Source: an optimization exercise on an open RTL-to-GDS flow (aim: small area, a short achievable clock period and few clock cycles). Production flows keep margins and buffers that such runs may drop.
At most, simulation tests tie the RTL to the original design; equivalence was not proved.
No activity file was given, so power comes from the tool's default toggle rates.

==> flow/design.v (excerpt) <==
module mips(
	input clk, arst_n,
	input [31:0] instr, mem_read_data,
	output [31:0] current_inst, alu_out, mem_write_data,
	output mem_write
);
Size: roughly 5000 cells after synthesis, ~67000 µm² of cells after synthesis.
Settings: LEC_CHECK=0, CAP_MARGIN=20, CORE_MARGIN=2, CORE_UTILIZATION=55, SLEW_MARGIN=20, SYNTH_HIERARCHICAL=1; clock period 22.0 ns.
standard.sh (not shown) runs the stock make flow with config.mk's settings and CLKGATE_MAP_FILE= SYNTH_SCRIPT=/design/flow/synth_recipe.tcl, a recipe that flattens the netlist after the stock synthesis.
==> flow/flow/run.sh <==
#!/bin/bash
# The standard ORFS flow (the standard.sh) with these changes to how the
# layout is made:
#  - timing repair is asked to leave a setup margin, so that the tools keep
#    improving paths that already meet the design's period;
#  - the port buffers are plain buffers;
#  - clock tree synthesis uses larger sink clusters and no dummy loads.
# Each step's output goes to a log of its own.
set -euo pipefail
MARGIN=${MARGIN:-16.4}
CTS="-sink_clustering_enable -repair_clock_nets -sink_clustering_size 28 -sink_clustering_max_diameter 75 -dont_use_dummy_load"
bash standard.sh synth > log_synth.txt 2>&1
for t in floorplan place cts route finish; do
  bash standard.sh SETUP_SLACK_MARGIN=$MARGIN "BUFFER_PORTS_ARGS=-buffer_cell sky130_fd_sc_hd__buf_2" "CTS_ARGS=$CTS" $t > log_$t.txt 2>&1
done
Edit:
--- a/flow/design.v
+++ b/flow/design.v
@@ -1560,46 +1560,48 @@
 	wire [31:0] msum;
 	wire        mcout;
 	add32 alu_add(.a(res_m), .b(sd_m), .cin(sub_m), .s(msum), .co(mcout));
 	assign dres = slt_m ? {31'd0, ~mcout} : msum;
 	wire [31:0] wb_alu = mul_m ? mprod : dres;
 	assign wb = ld_m ? mem_read_data : wb_alu;
 	wire d_sub = d_r & (f_sub | f_slt);
 	wire [31:0] sd_next = mul_busy ? mprod : d_addi ? imm : (ld_b ? mem_read_data : b) ^ {32{d_sub}};
 	wire [31:0] res_next = (d_lw | d_sw) ? agu : ld_a ? mem_read_data : a;
 	oreg #(32) ao_r(.clk(clk), .d(res_next), .q(alu_out));
 	oreg #(32) sd_r(.clk(clk), .d(sd_next), .q(mem_write_data));
-	assign pc_o = pc_f;
+	oreg_r #(30) pc_r(.clk(clk), .arst_n(arst_n), .d(pc_next), .q(pc_o));
 	assign mem_write = st_m;
 	always @(posedge clk or negedge arst_n) begin
 		if (!arst_n) begin
 			pc_f <= 30'd0;
 			v_d <= 1'b0;
 			we_m <= 1'b0;
 			ld_m <= 1'b0;
 			st_m <= 1'b0;
 			mul_m <= 1'b0;
 			mstep <= 2'd0;
 		end else begin
 			pc_f <= pc_next;
 			if (!stall)
 				v_d <= ~redirect;
-			ld_m <= d_lw & ~stall;
-			st_m <= d_sw & ~stall;
 			if (mul_busy) begin
 				mstep <= mstep + 2'd1;
 			end else if (stall) begin
 				we_m <= 1'b0;
+				ld_m <= 1'b0;
+				st_m <= 1'b0;
 				mul_m <= 1'b0;
 			end else begin
 				we_m <= d_wr;
+				ld_m <= d_lw;
+				st_m <= d_sw;
 				mul_m <= d_mul & (dst != 5'd0);
 				mstep <= 2'd0;
 			end
 		end
 	end
 	always @(posedge clk or negedge arst_n) begin
 		if (!arst_n)
 			jf_v <= 1'b0;
 		else
 			jf_v <= jf_v_n;
 	end
Outcome: The changed run went through all stages and came out clean; final cell count fell by 0.66%; die area came out higher by 0.68%; via count is lower by 1.5%; total power climbs by 0.63%; flip-flop and latch count goes up by 30; count of clock-buffer cells in the layout stays the same; first-iteration DRC count went down by 1.4%; cell area hardly moves; synthesized cell count is about the same; core utilization drops by 0.22 points.
Testbench counts after the change, summed over its fixed seeds: cycles 134,692.
The RTL of the first run of this note was laid out without a check of its function.

========
## v6
mips, a different RTL version from the one above (not shown whole).
For scale: ~5000 cells after synthesis, about 0.066 mm2 of cells after synthesis.
==> flow/design.v (excerpt) <==
module mips(
	input clk, arst_n,
	input [31:0] instr, mem_read_data,
	output [31:0] current_inst, alu_out, mem_write_data,
	output mem_write
);
	reg  [31:2] pc_f;
	wire [31:2] pc_f4 = pc_f + 30'd1;
	wire f_j = (instr[31:26] == 6'b000010);
	wire [31:2] pc_o;
	assign current_inst = {pc_o, 2'b00};
	reg        v_d;
	reg [31:0] ir;
	reg [3:0]  rs_hi, rt_hi;
	reg [7:0]  rs_lo, rt_lo;
	wire [5:0] op = ir[31:26];
	wire [4:0] rs = ir[25:21], rt = ir[20:16], rd = ir[15:11];
	wire [5:0] fn = ir[5:0];
	wire d_r    = v_d & (op == 6'h00);
	wire d_addi = v_d & (op == 6'h08);
	wire d_lw   = v_d & (op == 6'h23);
	wire d_sw   = v_d & (op == 6'h2b);
	wire d_beq  = v_d & (op == 6'h04);
	wire f_sub  = (fn == 6'h22);
	wire f_slt  = (fn == 6'h2a);
	wire f_mul  = (fn == 6'h1c);
	wire [4:0] dst = d_r ? rd : rt;
	wire d_wr   = (d_r | d_addi | d_lw) & (dst != 5'd0);
	wire use_rs = d_r | d_addi | d_lw | d_sw | d_beq;
	wire use_rt = d_r | d_sw | d_beq;
	reg        we_m, ld_m, st_m, mul_m;
	reg        sub_m, slt_m;	 
	reg [1:0]  mstep;
	reg [23:0] acc_s, acc_c;
	reg        acc_ci;
	reg [4:0]  rd_m;
	reg [31:0] res_m, sd_m;
	wire [31:0] rf_an, rf_bn;
	wire [31:0] wb;
	wire mul_busy = mul_m & (mstep != 2'd3);
	wire wb_en = we_m & ~mul_busy;
  ...
export LEC_CHECK = 0
export CAP_MARGIN = 20
export CORE_MARGIN = 2
export CORE_UTILIZATION = 55
export SLEW_MARGIN = 20
export SYNTH_HIERARCHICAL = 1
create_clock -name core_clock -period 22.0 [get_ports {clk}]
Scripts as last shown in full above: flow/flow/run.sh
Setup changes, v6 to v7
--- a/flow/design.v
+++ b/flow/design.v
@@ -1560,20 +1560,20 @@
 	wire [31:0] msum;
 	wire        mcout;
 	add32 alu_add(.a(res_m), .b(sd_m), .cin(sub_m), .s(msum), .co(mcout));
 	assign dres = slt_m ? {31'd0, ~mcout} : msum;
 	wire [31:0] wb_alu = mul_m ? mprod : dres;
 	assign wb = ld_m ? mem_read_data : wb_alu;
 	wire d_sub = d_r & (f_sub | f_slt);
 	wire [31:0] sd_next = mul_busy ? mprod : d_addi ? imm : (ld_b ? mem_read_data : b) ^ {32{d_sub}};
 	wire [31:0] res_next = (d_lw | d_sw) ? agu : ld_a ? mem_read_data : a;
-	assign alu_out = res_m;
-	oreg #(32) sd_r(.clk(clk), .d(sd_next), .q(mem_write_data));
+	oreg #(32) ao_r(.clk(clk), .d(res_next), .q(alu_out));
+	assign mem_write_data = sd_m;
 	assign pc_o = pc_f;
 	assign mem_write = st_m;
 	always @(posedge clk or negedge arst_n) begin
 		if (!arst_n) begin
 			pc_f <= 30'd0;
 			v_d <= 1'b0;
 			we_m <= 1'b0;
 			ld_m <= 1'b0;
 			st_m <= 1'b0;
--- outcome ---
Per the comparison of v7 with v6, share of cells above drive strength 1 increased 0.21 points; number of detailed-routing iterations run before antenna repair decreased 1.
The final layout from v7, which completed every stage, passed the timing, DRC and antenna checks at the end of the flow.
v6 → v7: count of pins on the block boundary now sits at about the same level; die area now sits at about the same level; post-synthesis to final-layout area growth went up by 0.28 points.
| highest cell delay on the worst timing path | v7 vs v6 | 0.21 ns lower |
| summed area of non-filler cells in the final layout | v7 vs v6 | ≈ equal |
Changes observed in v7 relative to v6: fmax higher; final worst-path setup slack higher; clock-buffer cell count higher.
No run of this note included a check of the RTL's function; only the layout flow was run.

re-timing with driven ports:
How much do the figures lean on ideal ports? The routed layouts below were timed once more, with nothing changed but the port constraints. Step 1 sets driving cells, clkbuf_16 on the clock port and buf_2 on the other inputs (assumed; they add their load-dependent delay and slew). Step 2 moves the port delays by t, midway between the first and last clock arrival at a register: inputs arrive t later, outputs are due t later. That takes back most of the time a late clock gives input paths. Three values: ideal ports, drivers, drivers and shift; two values: the first two.
run | t (ns) | setup WS [ns] | pins driven straight from the clock port
the first run of note 1 | 0.755 | 16.330 / 16.251 / 15.935 | 1
the second run of note 1 | 0.750 | 16.342 / 16.267 / 15.969 | 1
v6 | 0.751 | 16.082 / 16.001 / 15.942 | 1
v7 | 0.743 | 16.283 / 16.201 / 15.970 | 1
After both steps every run listed still meets setup and hold. The setup slack of the first run of note 1, which loses most, moves by -0.079 ns with the drivers and by -0.395 ns with both steps.
